Context: an optimization exercise on an open-source flow, tuned for small area, a short achievable clock period and few clock cycles. The choices shown serve that exercise and are no tape-out recipe.
Function was checked by simulation only, so behaviour that the tests miss may differ from the original.
Power is estimated from default activity; no workload was simulated.

==> flow/design.v, too long to show whole: its modules and the start of the top module <==
// module mac_pair: 202 lines
// module mac_sum: 343 lines
// module quant_tree: 356 lines
// module gemv_top: 379 lines
module gemv_top (
    input  logic        clk,
    input  logic        rst,
    input  logic        start,
    input  logic [9:0]  rows,
    input  logic [9:0]  cols,
    input  logic        x_tile_valid,
    input  logic [63:0] x_tile_in,
    output logic        x_tile_ready,
    input  logic        bias_tile_valid,
    input  logic [63:0] bias_tile_in,
    output logic        bias_tile_ready,
    input  logic        w_valid,
    input  logic [63:0] w_tile_row_in,
    output logic        w_ready,
    output logic        y_tile_valid,
    output logic [63:0] y_tile_out,
    output logic [9:0]  y_tile_idx,
    input  logic        y_tile_ready,
    output logic        tile_done,
    output logic        done
);
  // ...
==> flow/flow/run.sh <==
#!/bin/bash
# Layout flow: the standard layout (standard.sh, standard synthesis
# unchanged), with timing repair aimed at a tighter setup slack than the flow
# settings allow, gate sizing not limited to cells of the same footprint, and
# the port buffers made with buf_1 (upsized by the repair where needed). The make output goes to flow_standard.log;
# ORFS's own step logs stay under orfs/logs.
set -euo pipefail
bash standard.sh SETUP_SLACK_MARGIN=6.65 MATCH_CELL_FOOTPRINT=0 \
    "BUFFER_PORTS_ARGS=-buffer_cell sky130_fd_sc_hd__buf_1" finish > flow_standard.log 2>&1
==> flow/standard.sh <==
#!/bin/bash
# synth_recipe.tcl (not shown) runs the flow's synth.tcl, then flattens the netlist and writes it again
# the make line also repeats each setting of config.mk as NAME=value (left out here)
make -C /OpenROAD-flow-scripts/flow DESIGN_CONFIG=/design/flow/config.mk WORK_HOME=/design/flow/orfs CLKGATE_MAP_FILE= SYNTH_SCRIPT=/design/flow/synth_recipe.tcl "${@:-finish}"
==> flow/config.mk <==
export PLATFORM = sky130hd
export DESIGN_NAME = gemv_top
export DESIGN_NICKNAME = gemv_top
export VERILOG_FILES = /design/flow/design.v
export SDC_FILE = /design/flow/constraint.sdc
export NUM_CORES = 4
export LEC_CHECK = 0
export CAP_MARGIN = 10
export CORE_MARGIN = 2
export CORE_UTILIZATION = 55
export CTS_BUF_LIST = sky130_fd_sc_hd__clkbuf_8 sky130_fd_sc_hd__clkbuf_16
export CTS_CLUSTER_DIAMETER = 60
export CTS_CLUSTER_SIZE = 35
export SLEW_MARGIN = 10
==> flow/constraint.sdc <==
create_clock -name core_clock -period 10.0 [get_ports {clk}]
set_input_delay 2.0000 -clock core_clock [delete_from_list [all_inputs] [get_ports {clk}]]
set_output_delay 2.0000 -clock core_clock [all_outputs]
set_load 0.01 [all_outputs]
==> impl_results.md, run 1 <==
- WP depth: 1
- Met1 Wirelength: 110,000 um
- Tcrit/Tclk final: 35.1%
- Routability cong.: 0.854
- Minimum clock period after layout: 3.51 ns
- Core area: 232,000 um^2
- Fin area: 140,000 um^2
- Multi-input combinational area share: 26.5%
- Seq pwr: 24,100 uW
- Total CTS buffers: 180
- Status: timing/DRC/antenna clean
- DP HPWL: 170,000 um
- Slowest stage delay, CP: 0.52 ns
- Final setup viols: 0
- Seq area share: 62.7%
- Fill count: 17,700
- Grt met1 use: 28.6%
- Routed vias/inst: 5.41
- Clock-pin slew on the worst setup and hold paths: 0.12 ns
- Mux cell area share after synthesis: 4.27%
- CTS max path bufs: 3
- Hold Vio Cnt, Final: 0
- Top cell category: registers
- Worst Hold Endpoint: xr[7][42]
- Switch share: 36.5%
- Dpl ws: 5.98 ns
- Clock buffers: 187
- Comb group: 21,100 uW
- # IOs: 299
- Adder-Cell Fraction of Synth Area: 9.69%
- FP Rows: 177
- Nature of the critical path startpoint: register
- RSZ-0062 raised after global routing: yes
- Synth Area in Compound Gates: 6.74%
- Starting Density: 55.2%
- Crit path required time: 8.00 ns
- Hold Path Class: reg -> reg
- Met3 usage: 3.25%
- Post-CTS Hold Buffers: 0
- EDFF count, synth: 1,868
- Critical path type: reg -> out
Testbench counts, summed over its fixed seeds: cycles 10,883.
==> inputs of run 2 (changes only) <==
--- a/flow/config.mk
+++ b/flow/config.mk
@@ -5,10 +5,10 @@
 export SDC_FILE = /design/flow/constraint.sdc
 export NUM_CORES = 4
 export LEC_CHECK = 0
-export CAP_MARGIN = 10
+export CAP_MARGIN = 5
 export CORE_MARGIN = 2
 export CORE_UTILIZATION = 55
 export CTS_BUF_LIST = sky130_fd_sc_hd__clkbuf_8 sky130_fd_sc_hd__clkbuf_16
 export CTS_CLUSTER_DIAMETER = 60
 export CTS_CLUSTER_SIZE = 35
-export SLEW_MARGIN = 10
+export SLEW_MARGIN = 5
==> run 2 against run 1 <==
- still clean
- register-to-register slack about the same
- critical path depth is the same
- via count did not move
- global-route usage is the same
- setup slack stayed put
- sequential power barely moved
- flip-flop and latch count unchanged
- sequential share of layout area stayed put
- core utilization unchanged
- first-iteration DRC count unchanged
- final cell count unchanged
- hold slack did not move
- critical endpoint unchanged
- largest cell class unchanged
- largest power group unchanged
- highest routed layer unchanged
==> impl_results.md, run 2 <==
- Status: timing/DRC/antenna clean (unchanged)
- Residual DRC: 0 (unchanged)
- Cell taking the most area after synthesis: edfxtp_1 (unchanged)
- Top reg by flops: st (unchanged)
- Clk sinks: 3,424 (unchanged)
- Crit path buffers/inverters: 1 (unchanged)
- Post-Synthesis Cell Area: 128,000 um^2 (unchanged)
- P_int: 34,400 uW (unchanged)
- Setup TNS: 0 ns (unchanged)
- Layout Skew: 0.0509 ns (unchanged)
- Critical Path Start: brdy (unchanged)
- First-pass GRT wire length: 382,000 um (unchanged)
- Rel. slew slack: 18.4% (unchanged)
- Synthesis-to-layout area growth: 9.23% (unchanged)
- Synth Flop Type: edfxtp_1 (unchanged)
- Routed vias/inst: 5.41 (unchanged)
- Largest register FFs: 1,472 (unchanged)
- Slew @ Worst Pin: 1.22 ns (unchanged)
- Post-DR wirelength/cell: 21.3 um (unchanged)
- Top cells by count, synth: edfxtp_1, dfxtp_1, inv_1, xnor2_1, fa_1 (unchanged)
- First DRT Iteration DRCs: 5,157 (unchanged)
- Largest net degree at the start of global routing: 227 (unchanged)
- Placed Area: 132,000 um^2 (unchanged)
- Critical path type: reg -> out (unchanged)
- Worst Path Arrival: 1.51 ns (about the same)
- P_leak: 0.0522 uW (unchanged)
- Fin area: 140,000 um^2 (unchanged)
- Switch share: 36.5% (unchanged)
- Clock-pin slew on the worst setup and hold paths: 0.12 ns (about the same)
- HP Start: xr[6][42] (unchanged)
- Clk latency of the worst-skew pair: 0.85 ns (about the same)
- CTS max path bufs: 3 (unchanged)
- Synth Register Bits: 3,424 (unchanged)
- Fmax: 285 MHz (unchanged)
- Die height: 487 um (unchanged)
- CTS tree: done (unchanged)
- Layout Nets: 9,477 (unchanged)
- VDD IR max: 0.368 mV (unchanged)
- Clock share of power: 16.8% (about the same)
- Core area: 232,000 um^2 (unchanged)
- Hold Vio Cnt, Final: 0 (unchanged)
- Most numerous cell in the Yosys netlist: edfxtp_1 (unchanged)
- Vias in the first global route: 63,700 (unchanged)
- Yosys cell types: 81 (unchanged)
- Register area share after synthesis: 68.3% (unchanged)
- Max-slew violation count: 0 (unchanged)
- Sw power: 19,800 uW (unchanged)
- Layout cells sized above 1: 12.2% (unchanged)
- Gr ovfl total: 0 (unchanged)
- Post-synth ARST share: 1.75% (unchanged)
- Die area: 237,000 um^2 (unchanged)
- Ys Warns: 11 (unchanged)
- Synth top area share: 43.8% (unchanged)
- Total GRT Usage: 21.0% (unchanged)
- RSZ-0062 raised after global routing: yes (unchanged)
- Total CTS buffers: 180 (unchanged)
- Initial antenna violation count: 29 (unchanged)
- Max stage delay cell, worst path: dfrtp_2 (unchanged)
- H-tree levels: 4 (unchanged)
- # IOs: 299 (unchanged)
- Worst Setup End Kind: primary output (unchanged)
- ANT nets after route: 0 (unchanged)
- Via count: 63,500 (unchanged)
- CP cell instances: buf_6 (unchanged)
- Nature of the critical path startpoint: register (unchanged)
- Commonest cells after routing, fill and taps aside: edfxtp_1, dfxtp_1, inv_1, xnor2_1, fa_1 (unchanged)
- Power Density: 388 nW/um^2 (unchanged)
- CP top delay family: flip-flops (unchanged)
- EDFF count, synth: 1,868 (unchanged)
- DP HPWL: 170,000 um (unchanged)
- Tcrit/Tclk final: 35.1% (unchanged)
- Root Buffer: clkbuf_16 (unchanged)
- FP Rows: 177 (unchanged)
- Sequential share of power: 44.4% (about the same)
- Final setup viols: 0 (unchanged)
- Port bufs: 285 (unchanged)
- Overall power: 54,200 uW (unchanged)
- DRT Wirelength: 250,000 um (unchanged)
- Comb pwr share: 38.9% (about the same)
- Post-CTS Hold Buffers: 0 (unchanged)
- Minimum clock period after layout: 3.51 ns (unchanged)
- Mapped Cells: 8,383 (unchanged)
- Chip width: 487 um (unchanged)
- Largest regs: st (1472), xr (1024), we (96) (unchanged)
- Largest cells by area after synthesis: edfxtp_1, dfxtp_1, fa_1 (unchanged)
- Starting Density: 55.2% (unchanged)
- Drt first pass iters: 7 (unchanged)
- Slowest stage delay, CP: 0.52 ns (about the same)
- Fill count: 17,700 (unchanged)
- Crit path required time: 8.00 ns (about the same)
- Worst r2r src: qs[16] (unchanged)
- Total of max-cap violations: 0 (unchanged)
- Avg Cell Area, Syn: 15.3 um^2 (unchanged)
- Routability cong.: 0.854 (unchanged)
- Most common cell after layout, fill and taps aside: edfxtp_1 (unchanged)
- CP max FO: 1 (unchanged)
- Hold Path Class: reg -> reg (unchanged)
-- run 2: cell counts after synthesis --
Identical to the previous run, type by type.
-- run 2: cells by family (layout without fill, tap and decap cells) --
family / after synthesis / count (layout) / share of synthesized area, %
buffers and inverters: 997 / 1284 / 2.97
muxes: 455 / 455 / 4.27
DFF: 3424 / 3424 / 68.3
and+or+nand+nor: 872 / 872 / 3.24
AOI/OAI and AO/OA: 1209 / 1210 / 6.74
adders and majority gates: 733 / 733 / 9.69
other: 1 / 16 / 0.00293
xor gates and xnor gates: 692 / 692 / 4.73
-- run 2: power groups by stage --
| stage | clock network, uW | registers (uW) | logic [uW] |
|---|---|---|---|
| 5_1_grt | 9850 | 24600 | 24300 |
| 3_3_place_gp | 0 | 24200 | 20500 |
| 2_1_floorplan | 0 | 24000 | 14400 |
| 3_5_place_dp | 0 | 24300 | 20800 |
| 4_1_cts | 9390 | 24100 | 21200 |
| 6_report | 9100 | 24100 | 21100 |
-- run 2: routing by layer --
metal | GRT usage [%] | part of all wire, % | vias up
li1 | - | - | 29900
met1 | 28.6 | 44 | 31800
met2 | 35.5 | 49 | 1370
met3 | 3.25 | 4.5 | 366
met4 | 5.23 | 2.4 | 22
met5 | 0 | 0.056 | -
-- run 2: final timing paths --
path / slack (ns) / depth (start not counted) / to
min reg2reg: 0.32 / 0 / xr[7][42]
max: 6.49 / 1 / bias_tile_ready
min: 0.32 / 0 / xr[7][42]
min in group asynchronous: 1.43 / 3 / ecnt[2]
max reg2reg: 6.59 / 12 / yb3[7]
max in group asynchronous: 7.87 / 3 / cfg
-- run 2: repair_timing --
action                     CTS  global route
setup endpoints to repair  274           499
gates resized for setup    152           167
setup buffers               10            10
pin swaps                    5            28
cloned                       2             1
-- run 2: final cells by class --
cell class,instances,area (um^2),area share [%]
inverters,575,2160,1.54
clock inverters,147,2320,1.66
repair buffers,375,2070,1.48
clock buffers,187,4680,3.34
diodes,9,22.5,0.0161
multi-input cells,3969,37100,26.5
well taps,3043,3810,2.72
flip-flops and latches,3424,87800,62.7
-- run 2: through the flow --
stage | hold slack [ns] | instances | utilization [%] | setup slack, ns
finish | 0.322 | 11700 | 60.3 | 6.49
global placement | 0.310 | 11400 | 56.9 | 6.01
floorplan | 0.310 | 8389 | - | -7.79
detailed placement | 0.312 | 11400 | 56.9 | 5.98
global route | 0.314 | 11700 | 60.3 | 6.40
CTS | 0.319 | 11700 | 60.0 | 6.39
==> inputs of run 3 (changes only) <==
==> flow/config.mk (replaced) <==
export PLATFORM = sky130hd
export DESIGN_NAME = gemv_top
export DESIGN_NICKNAME = gemv_top
export VERILOG_FILES = /design/flow/design.v
export SDC_FILE = /design/flow/constraint.sdc
export NUM_CORES = 4
export LEC_CHECK = 0
export CAP_MARGIN = 20
export CORE_MARGIN = 2
export CORE_UTILIZATION = 60
export CTS_BUF_LIST = sky130_fd_sc_hd__clkbuf_8 sky130_fd_sc_hd__clkbuf_16
export CTS_CLUSTER_DIAMETER = 55
export CTS_CLUSTER_SIZE = 30
export SLEW_MARGIN = 20
==> run 3 against run 2 <==
- critical endpoint is now y_tile_valid
- setup slack improved by 0.0093 ns
- fmax rose by 0.27%
- clock skew shrank 0.00052 ns
- largest power group unchanged
- critical path type unchanged
==> impl_results.md, run 3 <==
- Chip width: 466 um (was 487 um)
- Post-synth ARST share: 1.75% (unchanged)
- Most numerous cell in the Yosys netlist: edfxtp_1 (unchanged)
- Worst Hold Endpoint: xr[1][39] (was xr[7][42])
- CTS max path bufs: 3 (unchanged)
- Synth Register Bits: 3,424 (unchanged)
- Register area share after synthesis: 68.3% (unchanged)
- HP Start: xr[0][39] (was xr[6][42])
- Layout Skew: 0.0504 ns (was 0.0509 ns)
- Synth Flop Type: edfxtp_1 (unchanged)
- Setup TNS: 0 ns (unchanged)
- P_leak: 0.0526 uW (was 0.0522 uW)
- DP HPWL: 168,000 um (was 170,000 um)
- Avg Cell Area, Syn: 15.3 um^2 (unchanged)
- Hold Path Class: reg -> reg (unchanged)
- R2R cell count: 12 (unchanged)
- Rel. slew slack: 18.1% (was 18.4%)
- Nature of the critical path startpoint: register (unchanged)
- Total GRT Usage: 22.9% (was 21.0%)
- Routed vias/inst: 5.54 (was 5.41)
- Storage element area: 87,800 um^2 (about the same)
- Crit path buffers/inverters: 1 (unchanged)
- Residual DRC: 0 (unchanged)
- Die area: 217,000 um^2 (was 237,000 um^2)
- Clk latency of the worst-skew pair: 0.88 ns (was 0.85 ns)
- Worst Setup End Kind: primary output (unchanged)
- Worst r2r src: qd[23] (was qs[16])
- Power Density: 390 nW/um^2 (was 388 nW/um^2)
- Largest regs: st (1472), xr (1024), we (96) (unchanged)
- FP Rows: 169 (was 177)
- Multi-input gate area: 37,100 um^2 (about the same)
- RSZ-0062 raised after global routing: yes (unchanged)
- Total CTS buffers: 201 (was 180)
- # IOs: 299 (unchanged)
- Worst Path Arrival: 1.50 ns (was 1.51 ns)
- Hold Vio Cnt, Final: 0 (unchanged)
- Root Buffer: clkbuf_16 (unchanged)
- Placed Area: 132,000 um^2 (about the same)
- RR Endpoint: yb3[7] (unchanged)
- Largest cells by area after synthesis: edfxtp_1, dfxtp_1, fa_1 (unchanged)
- CP top delay family: flip-flops (unchanged)
- Final setup viols: 0 (unchanged)
- Via count: 64,000 (was 63,500)
- Worst hold margin: 0.297 ns (was 0.322 ns)
- Slowest stage delay, CP: 0.49 ns (was 0.52 ns)
- Post-Synthesis Cell Area: 128,000 um^2 (unchanged)
- Synth top area share: 43.8% (unchanged)
- Layout cells sized above 1: 12.6% (was 12.2%)
- Clk sinks: 3,424 (unchanged)
- DRT Wirelength: 249,000 um (was 250,000 um)
- Cell taking the most area after synthesis: edfxtp_1 (unchanged)
- Crit path required time: 8.00 ns (about the same)
- Drt first pass iters: 10 (was 7)
- First DRT Iteration DRCs: 5,393 (was 5,157)
- Initial antenna violation count: 24 (was 29)
- Gr ovfl total: 0 (unchanged)
- ANT nets after route: 0 (unchanged)
- Total placed cells including tap cells: 11,100 (was 11,400)
- Tcrit/Tclk final: 35.0% (was 35.1%)
- Fmax: 286 MHz (was 285 MHz)
- Core area: 212,000 um^2 (was 232,000 um^2)
- Ys Warns: 11 (unchanged)
- First-pass GRT wire length: 383,000 um (was 382,000 um)
- H-tree levels: 4 (unchanged)
- Vias in the first global route: 64,500 (was 63,700)
- Total of max-cap violations: 0 (unchanged)
- Critical path type: reg -> out (unchanged)
- EDFF count, synth: 1,868 (unchanged)
- Largest net degree at the start of global routing: 224 (was 227)
- VDD IR max: 0.305 mV (was 0.368 mV)
- Top reg by flops: st (unchanged)
- CP cell instances: buf_6 (unchanged)
- Routability cong.: 0.887 (was 0.854)
- Commonest cells after routing, fill and taps aside: edfxtp_1, dfxtp_1, inv_1, xnor2_1, fa_1 (unchanged)
- Reg2Reg Setup Slack: 6.64 ns (was 6.59 ns)
- Die height: 466 um (was 487 um)
- Minimum clock period after layout: 3.50 ns (was 3.51 ns)
- Status: timing/DRC/antenna clean (unchanged)
- Largest register FFs: 1,472 (unchanged)
- Layout Nets: 9,509 (was 9,477)
- Post-DR wirelength/cell: 21.5 um (was 21.3 um)
- Fin area: 140,000 um^2 (about the same)
- Synthesis-to-layout area growth: 9.58% (was 9.23%)
- Slew @ Worst Pin: 1.23 ns (was 1.22 ns)
- Yosys cell types: 81 (unchanged)
- Starting Density: 60.4% (was 55.2%)
- Post-Layout Cell Count: 11,600 (was 11,700)
- Top cells by count, synth: edfxtp_1, dfxtp_1, inv_1, xnor2_1, fa_1 (unchanged)
- CTS tree: done (unchanged)
- Max-slew violation count: 0 (unchanged)
- Most common cell after layout, fill and taps aside: edfxtp_1 (unchanged)
- Port bufs: 285 (unchanged)
- Mapped Cells: 8,383 (unchanged)
- WHS Path Cells: 0 (unchanged)
- Clock-pin slew on the worst setup and hold paths: 0.10 ns (was 0.12 ns)
- CP max FO: 1 (unchanged)
- Fill count: 15,000 (was 17,700)
- Max stage delay cell, worst path: dfrtp_2 (unchanged)
run 3: area by class of cell:
cell class / count / share of cell area [%]
antenna: 14 / 0.0250
clock buffer: 207 / 3.67
clock inverter: 168 / 1.72
inverter: 575 / 1.54
multi-input combinational: 3968 / 26.4
sequential: 3424 / 62.5
tap: 2821 / 2.51
timing repair buffer: 387 / 1.60
run 3: cell families (layout without fill, tap and decap cells):
group / count (synthesis) / in the layout / share of synthesized area (%)
AOI/OAI and AO/OA: 1209 / 1209 / 6.74
xor gates and xnor gates: 692 / 692 / 4.73
adders and majority gates: 733 / 733 / 9.69
buffers and inverters: 997 / 1337 / 2.97
DFF: 3424 / 3424 / 68.3
muxes: 455 / 455 / 4.27
other: 1 / 21 / 0.00293
and+or+nand+nor: 872 / 872 / 3.24
run 3: metal layers:
layer,share of wire (%),track usage [%],vias to the layer above
met5,0.044,0,-
met4,3.6,7.76,18
met3,4.9,3.41,497
met2,48,37.8,1640
met1,43,31.4,31900
li1,-,-,30000
run 3: power breakdown:
group / leakage (uW) / switching [uW] / internal [uW]
registers: 0.0306 / 2760 / 21300
clock network: 0.00364 / 5220 / 4260
logic: 0.0183 / 12000 / 9180
total: 0.0526 / 20000 / 34800
run 3: metrics by stage:
step | setup WS, ns | total power (uW) | util [%]
global placement | 5.93 | 44600 | 62.1
detailed placement | 5.95 | 45100 | 62.1
CTS | 6.38 | 54900 | 65.8
global route | 6.41 | 59200 | 66.2
floorplan | -7.79 | 38300 | -
finish | 6.50 | 54800 | 66.2
run 3: what timing repair did:
action                                  4_1_cts  5_1_grt
hold buffers                                  0        0
pin swaps                                     1       20
endpoints found under the setup margin      128      331
resized for setup                           127      183
buffers inserted                              8       13
hold endpoints to repair                      0        0
cloned                                        2        1
run 3: worst max path at each step:
stage	slack [ns]	endpoint	cells past startpoint	from
finish	6.50	y_tile_valid	1	yvld
global route	6.41	bias_tile_ready	1	brdy
CTS	6.38	bias_tile_ready	1	brdy
detailed placement	5.95	yb3[7]	12	qs[25]
global placement	5.93	yb3[7]	12	qs[25]
floorplan	-7.79	head[0]	0	sh
run 3: worst reg2reg max path, cell delays in order, from the launching register on:
cell	delay, ns
dfxtp_1	0.32
fa_1	0.49
fa_1	0.58
ha_4	0.23
a21o_1	0.16
a21o_1	0.17
a21o_1	0.20
or3_4	0.35
o211ai_1	0.27
a21boi_2	0.11
o21a_1	0.20
nor2_1	0.11
xnor2_1	0.12
==> inputs of run 4 (changes only) <==
--- a/flow/flow/run.sh
+++ b/flow/flow/run.sh
@@ -5,5 +5,5 @@
 # the port buffers made with buf_1 (upsized by the repair where needed). The make output goes to flow_standard.log;
 # ORFS's own step logs stay under orfs/logs.
 set -euo pipefail
-bash standard.sh SETUP_SLACK_MARGIN=6.65 MATCH_CELL_FOOTPRINT=0 \
+bash standard.sh SETUP_SLACK_MARGIN=6.55 MATCH_CELL_FOOTPRINT=0 \
     "BUFFER_PORTS_ARGS=-buffer_cell sky130_fd_sc_hd__buf_1" finish > flow_standard.log 2>&1
--- a/flow/config.mk
+++ b/flow/config.mk
@@ -7,8 +7,8 @@
 export LEC_CHECK = 0
 export CAP_MARGIN = 20
 export CORE_MARGIN = 2
-export CORE_UTILIZATION = 60
+export CORE_UTILIZATION = 55
 export CTS_BUF_LIST = sky130_fd_sc_hd__clkbuf_8 sky130_fd_sc_hd__clkbuf_16
-export CTS_CLUSTER_DIAMETER = 55
-export CTS_CLUSTER_SIZE = 30
+export CTS_CLUSTER_DIAMETER = 60
+export CTS_CLUSTER_SIZE = 35
 export SLEW_MARGIN = 20
==> run 4 against run 3 <==
- still clean on timing, DRC and antenna
- combinational power decreased by 2%
- sequential power about the same
- final cell count increased by 1.4%
- critical path type unchanged
- critical endpoint is now bias_tile_ready
- highest routed layer unchanged
==> impl_results.md, run 4 <==
- Post-Layout Cell Count: 11,700 (was 11,600)
- Fill count: 17,800 (was 15,000)
- Synth top area share: 43.8% (unchanged)
- Via count: 63,600 (was 64,000)
- Post-DR wirelength/cell: 21.4 um (was 21.5 um)
- First-pass GRT wire length: 381,000 um (was 383,000 um)
- FP Rows: 177 (was 169)
- Register area share after synthesis: 68.3% (unchanged)
- Chip width: 487 um (was 466 um)
- Port bufs: 285 (unchanged)
- CTS max path bufs: 3 (unchanged)
- Top cells by count, synth: edfxtp_1, dfxtp_1, inv_1, xnor2_1, fa_1 (unchanged)
- Status: timing/DRC/antenna clean (unchanged)
- Critical path type: reg -> out (unchanged)
- Residual DRC: 0 (unchanged)
- DRT Wirelength: 250,000 um (was 249,000 um)
- Starting Density: 55.2% (was 60.4%)
- Max-slew violation count: 0 (unchanged)
- P_leak: 0.0520 uW (was 0.0526 uW)
- Post-Synth XOR/XNOR Area: 4.73% (unchanged)
- Most common cell after layout, fill and taps aside: edfxtp_1 (unchanged)
- Initial antenna violation count: 29 (was 24)
- Layout Nets: 9,471 (was 9,509)
- Largest family of logic cells by synthesized area: adder cells (unchanged)
- EDFF count, synth: 1,868 (unchanged)
- Simple logic cell fraction of the synthesized area: 3.24% (unchanged)
- Adder-Cell Fraction of Synth Area: 9.69% (unchanged)
- Slowest stage delay, CP: 0.52 ns (was 0.49 ns)
- Layout cells sized above 1: 10.6% (was 12.6%)
- Total CTS buffers: 180 (was 201)
- Synthesis-to-layout area growth: 8.95% (was 9.58%)
- Rel. slew slack: 26.0% (was 18.1%)
- Top reg by flops: st (unchanged)
- Routability cong.: 0.854 (was 0.887)
- CP top delay family: flip-flops (unchanged)
- Largest net degree at the start of global routing: 227 (was 224)
- Clk latency of the worst-skew pair: 0.85 ns (was 0.88 ns)
- Mux cell area share after synthesis: 4.27% (unchanged)
- Most numerous cell in the Yosys netlist: edfxtp_1 (unchanged)
- Post-Synthesis Cell Area: 128,000 um^2 (unchanged)
- Fmax: 284 MHz (was 286 MHz)
- Final setup viols: 0 (unchanged)
- Mapped Cells: 8,383 (unchanged)
- Worst Setup End Kind: primary output (unchanged)
- H-tree levels: 4 (unchanged)
- Storage element area: 87,700 um^2 (was 87,800 um^2)
- Core area: 232,000 um^2 (was 212,000 um^2)
- Final core occ: 60.1% (was 66.2%)
- CP max FO: 1 (unchanged)
- Gr ovfl total: 0 (unchanged)
- # IOs: 299 (unchanged)
- Die height: 487 um (was 466 um)
- Synth Register Bits: 3,424 (unchanged)
- Setup TNS: 0 ns (unchanged)
- CP cell instances: buf_6 (unchanged)
- Commonest cells after routing, fill and taps aside: edfxtp_1, dfxtp_1, inv_1, xnor2_1, fa_1 (unchanged)
- Vias in the first global route: 63,700 (was 64,500)
- Die area: 237,000 um^2 (was 217,000 um^2)
- First DRT Iteration DRCs: 4,917 (was 5,393)
- Hold Vio Cnt, Final: 0 (unchanged)
- Hold Path Class: reg -> reg (unchanged)
- Root Buffer: clkbuf_16 (unchanged)
- Largest cells by area after synthesis: edfxtp_1, dfxtp_1, fa_1 (unchanged)
- Nature of the critical path startpoint: register (unchanged)
- Cell taking the most area after synthesis: edfxtp_1 (unchanged)
- Tcrit/Tclk final: 35.2% (was 35.0%)
- Synth Area in Compound Gates: 6.74% (unchanged)
- Largest regs: st (1472), xr (1024), we (96) (unchanged)
- Minimum clock period after layout: 3.52 ns (was 3.50 ns)
- Clk sinks: 3,424 (unchanged)
- DP HPWL: 170,000 um (was 168,000 um)
- CTS tree: done (unchanged)
- Power Density: 386 nW/um^2 (was 390 nW/um^2)
- Post-synth ARST share: 1.75% (unchanged)
- RSZ-0062 raised after global routing: yes (unchanged)
- Slew @ Worst Pin: 1.11 ns (was 1.23 ns)
- Total of max-cap violations: 0 (unchanged)
- VDD IR max: 0.367 mV (was 0.305 mV)
- Total GRT Usage: 21.0% (was 22.9%)
- Worst Path Arrival: 1.52 ns (was 1.50 ns)
- ANT nets after route: 0 (unchanged)
- Total placed cells including tap cells: 11,400 (was 11,100)
- Max stage delay cell, worst path: dfrtp_2 (unchanged)
- Clock-pin slew on the worst setup and hold paths: 0.12 ns (was 0.10 ns)
- Routed vias/inst: 5.42 (was 5.54)
- Yosys cell types: 81 (unchanged)
- Multi-input gate area: 36,900 um^2 (was 37,100 um^2)
- Crit path buffers/inverters: 1 (unchanged)
- Ys Warns: 11 (unchanged)
- Largest register FFs: 1,472 (unchanged)
- Layout Skew: 0.0512 ns (was 0.0504 ns)
- Drt first pass iters: 8 (was 10)
- Avg Cell Area, Syn: 15.3 um^2 (unchanged)
- Crit path required time: 8.00 ns (about the same)
- Synth Flop Type: edfxtp_1 (unchanged)
[run 4: cell types whose count changed in the layout (fill, tap and decap cells not counted), moves of 17 or more]
cell       previous run  this run
dfxtp_2              91        61
dfxtp_1            1379      1428
buf_1               230       272
dfxtp_4              26         7
clkbuf_16           207       188
inv_6                26         9
clkbuf_2             47         6
[run 4: logic make-up after synthesis]
family	after synthesis
AOI/OAI and AO/OA	1209
adders and majority gates	733
other	1
xor gates and xnor gates	692
muxes	455
buffers and inverters	997
and+or+nand+nor	872
DFF	3424
[run 4: layer usage]
layer / global-route usage, % / share of wire, % / vias up
met4: 5.27 / 2.4 / 22
met5: 0 / 0.056 / -
met1: 28.5 / 44 / 31900
li1: - / - / 29900
met3: 3.26 / 4.6 / 364
met2: 35.4 / 49 / 1367
[run 4: report_power, final]
part | internal, uW | leakage, uW | switching, uW | total (uW)
Combinational | 8980 | 0.0180 | 11800 | 20800
Sequential | 21300 | 0.0306 | 2720 | 24000
Clock | 3960 | 0.00336 | 5140 | 9100
Total | 34200 | 0.0520 | 19700 | 53900
[run 4: worst paths after layout]
| kind | from | endpoint | slack (ns) | cells after the start |
|---|---|---|---|---|
| max in group asynchronous | rst | cfg | 7.86 | 3 |
| worst max register to register | qs[16] | yb3[7] | 6.57 | 12 |
| worst min register to register | xr[4][23] | xr[5][23] | 0.32 | 0 |
| worst min-delay path | xr[4][23] | xr[5][23] | 0.32 | 0 |
| min in group asynchronous | rst | ecnt[2] | 1.43 | 3 |
| worst max-delay path | brdy | bias_tile_ready | 6.48 | 1 |
[run 4: repair_timing]
| action | CTS | global route |
|---|---|---|
| cloned | 1 | 1 |
| setup endpoints to repair | 56 | 76 |
| resized for setup | 67 | 88 |
| buffers inserted | 3 | 9 |
| pin swaps | 2 | 6 |
| hold buffers | 0 | 0 |
[run 4: stage by stage]
step	worst slack, ns	power, uW	hold WS, ns	instance area, um^2
global route	6.39	58400	0.314	140000
global placement	6.01	44600	0.310	132000
finish	6.48	53900	0.315	140000
floorplan	-7.79	38300	0.310	128000
detailed placement	5.98	45200	0.312	132000
CTS	6.33	54600	0.320	139000
[run 4: final cells by class]
| type | count | share of cell area (%) |
|---|---|---|
| inverters | 575 | 1.55 |
| clock buffers | 187 | 3.35 |
| well taps | 3043 | 2.73 |
| clock inverters | 147 | 1.66 |
| diodes | 12 | 0.0215 |
| multi-input cells | 3969 | 26.5 |
| flip-flops and latches | 3424 | 62.8 |
| repair buffers | 369 | 1.40 |
==> inputs of run 5 (changes only) <==
--- a/flow/flow/run.sh
+++ b/flow/flow/run.sh
@@ -5,5 +5,5 @@
 # the port buffers made with buf_1 (upsized by the repair where needed). The make output goes to flow_standard.log;
 # ORFS's own step logs stay under orfs/logs.
 set -euo pipefail
-bash standard.sh SETUP_SLACK_MARGIN=6.55 MATCH_CELL_FOOTPRINT=0 \
+bash standard.sh SETUP_SLACK_MARGIN=6.6 MATCH_CELL_FOOTPRINT=0 \
     "BUFFER_PORTS_ARGS=-buffer_cell sky130_fd_sc_hd__buf_1" finish > flow_standard.log 2>&1
--- a/flow/config.mk
+++ b/flow/config.mk
@@ -5,10 +5,10 @@
 export SDC_FILE = /design/flow/constraint.sdc
 export NUM_CORES = 4
 export LEC_CHECK = 0
-export CAP_MARGIN = 20
+export CAP_MARGIN = 10
 export CORE_MARGIN = 2
 export CORE_UTILIZATION = 55
 export CTS_BUF_LIST = sky130_fd_sc_hd__clkbuf_8 sky130_fd_sc_hd__clkbuf_16
 export CTS_CLUSTER_DIAMETER = 60
 export CTS_CLUSTER_SIZE = 35
-export SLEW_MARGIN = 20
+export SLEW_MARGIN = 10
==> run 5 against run 4 <==
- core utilization grew 0.055 points
- critical path depth is the same
- design area is essentially flat
- non-clock buffer count grew 1
- via count shrank 0.19%
- hold slack gained 0.0012 ns
- synthesized area is the same
- fmax is essentially flat
- synthesized cell count is the same
- total power grew 0.23%
- flip-flop and latch count is the same
- clock-buffer cell count is the same
==> impl_results.md, run 5 <==
- Status: timing/DRC/antenna clean (unchanged)
- Worst Hold Endpoint: xr[5][23] (unchanged)
- Final setup viols: 0 (unchanged)
- Post-Layout Cell Count: 11,700 (unchanged)
- Crit path required time: 8.00 ns (about the same)
- Die area: 237,000 um^2 (unchanged)
- First DRT Iteration DRCs: 5,105 (was 4,917)
- Routability cong.: 0.854 (unchanged)
- CP top delay family: flip-flops (unchanged)
- Crit path buffers/inverters: 1 (unchanged)
- Slowest stage delay, CP: 0.52 ns (about the same)
- FP Rows: 177 (unchanged)
- Fill count: 17,800 (about the same)
- First-pass GRT wire length: 382,000 um (was 381,000 um)
- Worst r2r src: qs[16] (unchanged)
- WHS Path Cells: 0 (unchanged)
- DP HPWL: 170,000 um (unchanged)
- Avg Cell Area, Syn: 15.3 um^2 (unchanged)
- CTS tree: done (unchanged)
- Critical path type: reg -> out (unchanged)
- Layout cells sized above 1: 11.5% (was 10.6%)
- Setup TNS: 0 ns (unchanged)
- R2R cell count: 12 (unchanged)
- P_leak: 0.0521 uW (was 0.0520 uW)
- Root Buffer: clkbuf_16 (unchanged)
- Largest cells by area after synthesis: edfxtp_1, dfxtp_1, fa_1 (unchanged)
- Storage element area: 87,700 um^2 (about the same)
- Rel. slew slack: 18.1% (was 26.0%)
- Largest regs: st (1472), xr (1024), we (96) (unchanged)
- Core area: 232,000 um^2 (unchanged)
- Synthesis-to-layout area growth: 9.05% (was 8.95%)
- Largest net degree at the start of global routing: 227 (unchanged)
- Initial antenna violation count: 29 (unchanged)
- Max-slew violation count: 0 (unchanged)
- Largest register FFs: 1,472 (unchanged)
- EDFF count, synth: 1,868 (unchanged)
- Slew @ Worst Pin: 1.23 ns (was 1.11 ns)
- H-tree levels: 4 (unchanged)
- HP Start: xr[4][23] (unchanged)
- Gr ovfl total: 0 (unchanged)
- RSZ-0062 raised after global routing: yes (unchanged)
- Post-CTS Hold Buffers: 0 (unchanged)
- Chip width: 487 um (unchanged)
- Power Density: 387 nW/um^2 (was 386 nW/um^2)
- Total placed cells including tap cells: 11,400 (unchanged)
- Worst hold margin: 0.316 ns (was 0.315 ns)
- Total CTS buffers: 180 (unchanged)
- Fin area: 140,000 um^2 (about the same)
- CP cell instances: buf_6 (unchanged)
- Synth Register Bits: 3,424 (unchanged)
- Starting Density: 55.2% (unchanged)
- Reg2Reg Setup Slack: 6.58 ns (was 6.57 ns)
- Hold Path Class: reg -> reg (unchanged)
- Ys Warns: 11 (unchanged)
- CTS max path bufs: 3 (unchanged)
- VDD IR max: 0.369 mV (was 0.367 mV)
- Total of max-cap violations: 0 (unchanged)
- Post-Synthesis Cell Area: 128,000 um^2 (unchanged)
- Port bufs: 285 (unchanged)
- Tcrit/Tclk final: 35.2% (about the same)
- Max stage delay cell, worst path: dfrtp_2 (unchanged)
- Hold Vio Cnt, Final: 0 (unchanged)
- Nature of the critical path startpoint: register (unchanged)
- Cell taking the most area after synthesis: edfxtp_1 (unchanged)
- Via count: 63,500 (was 63,600)
- Top cells by count, synth: edfxtp_1, dfxtp_1, inv_1, xnor2_1, fa_1 (unchanged)
- Drt first pass iters: 8 (unchanged)
- # IOs: 299 (unchanged)
- Commonest cells after routing, fill and taps aside: edfxtp_1, dfxtp_1, inv_1, xnor2_1, fa_1 (unchanged)
- ANT nets after route: 0 (unchanged)
- Residual DRC: 0 (unchanged)
- Total GRT Usage: 21.0% (about the same)
- Top reg by flops: st (unchanged)
- Clk latency of the worst-skew pair: 0.85 ns (about the same)
- Post-DR wirelength/cell: 21.3 um (was 21.4 um)
- Routed vias/inst: 5.41 (was 5.42)
- Overall power: 54,000 uW (was 53,900 uW)
- Clock-pin slew on the worst setup and hold paths: 0.12 ns (about the same)
- Mapped Cells: 8,383 (unchanged)
- Placed Area: 132,000 um^2 (unchanged)
- Worst Setup End Kind: primary output (unchanged)
- Layout Skew: 0.0530 ns (was 0.0512 ns)
- RR Endpoint: yb3[7] (unchanged)
- Register area share after synthesis: 68.3% (unchanged)
- Synth Flop Type: edfxtp_1 (unchanged)
- Fmax: 284 MHz (about the same)
- Clk sinks: 3,424 (unchanged)
- Layout Nets: 9,472 (was 9,471)
- Vias in the first global route: 63,700 (about the same)
- Die height: 487 um (unchanged)
- Multi-input gate area: 37,000 um^2 (was 36,900 um^2)
- DRT Wirelength: 250,000 um (about the same)
- Post-synth ARST share: 1.75% (unchanged)
- Minimum clock period after layout: 3.52 ns (about the same)
- Most common cell after layout, fill and taps aside: edfxtp_1 (unchanged)
- CP max FO: 1 (unchanged)
- Worst Path Arrival: 1.52 ns (about the same)
- Synth top area share: 43.8% (unchanged)
- Most numerous cell in the Yosys netlist: edfxtp_1 (unchanged)
- Yosys cell types: 81 (unchanged)
==> run 5: cell counts after synthesis <==
Identical to the previous run, type by type.
==> run 5: kinds of logic (layout without fill, tap and decap cells) <==
family	count (synthesis)	count (layout)	share of synthesized area, %
flip-flops	3424	3424	68.3
AO/OA/AOI/OAI	1209	1210	6.74
buffers and inverters	997	1279	2.97
AND/OR/NAND/NOR	872	872	3.24
adder cells (fa/ha/maj)	733	733	9.69
XOR/XNOR	692	692	4.73
multiplexers	455	455	4.27
other	1	18	0.00293
==> run 5: cell type report <==
class,count,share of cell area [%]
antenna,11,0.0197
clock buffer,187,3.35
clock inverter,147,1.66
inverter,575,1.55
multi-input combinational,3969,26.5
sequential,3424,62.8
tap,3043,2.73
timing repair buffer,370,1.43
==> run 5: where the power goes <==
group / total (uW) / internal (uW) / switching (uW)
combinational: 20900 / 9040 / 11800
sequential: 24000 / 21300 / 2750
clock: 9100 / 3960 / 5140
==> run 5: through the flow <==
stage	util [%]	worst slack (ns)
floorplan	-	-7.79
global placement	56.9	6.01
detailed placement	56.9	5.98
CTS	60.0	6.39
global route	60.2	6.40
finish	60.2	6.48
==> run 5: what timing repair did <==
item / 4_1_cts / 5_1_grt
endpoints found under the setup margin: 116 / 532
pin swaps: 4 / 11
buffers inserted: 8 / 7
gates cloned: 1 / 2
resized for setup: 116 / 128
==> run 5: worst max-delay path by stage <==
| stage | startpoint | end | slack [ns] | depth (start not counted) |
|---|---|---|---|---|
| final | brdy | bias_tile_ready | 6.48 | 1 |
| after CTS | brdy | bias_tile_ready | 6.39 | 1 |
| after floorplan | sh | head[0] | -7.79 | 0 |
| after detailed placement | qs[6] | yb3[7] | 5.98 | 14 |
| after global routing | qs[16] | yb3[7] | 6.40 | 12 |
| after global placement | qs[6] | yb3[7] | 6.01 | 14 |
==> run 5: routing by layer <==
metal | wire length [um] | GRT usage (%)
met3 | 11200 | 3.26
met2 | 122000 | 35.4
met1 | 111000 | 28.5
met5 | 139 | 0
met4 | 6140 | 5.27

afterwards: timing with drivers on the ports:
In the flow no input, the clock included, has a driving cell. The finished layouts below were timed again as built, in two steps.
Step 1 assumes that a clkbuf_16 drives the clock port and a buf_2 every other input.
Step 2 times the ports against the registers' clock, not the clock port: input delays grow and output delays shrink by t, the midpoint of the rising clock arrivals with the driver on.
a / b / c = ideal ports / drivers / drivers and shift; a / b = the first two.
run | t (ns) | setup WS [ns] | worst slew at a driven data input, ns
run 1 | 0.924 | 6.488 / 6.394 / 6.338 | 0.17
run 2 | 0.924 | 6.488 / 6.394 / 6.338 | 0.17
run 3 | 0.942 | 6.498 / 6.408 / 6.310 | 0.16
run 4 | 0.926 | 6.484 / 6.390 / 6.364 | 0.16
run 5 | 0.924 | 6.485 / 6.391 / 6.353 | 0.16
After both steps setup and hold are still met in every run listed. The setup slack of run 3, which loses most, moves by -0.090 ns with the drivers and by -0.188 ns with both steps.
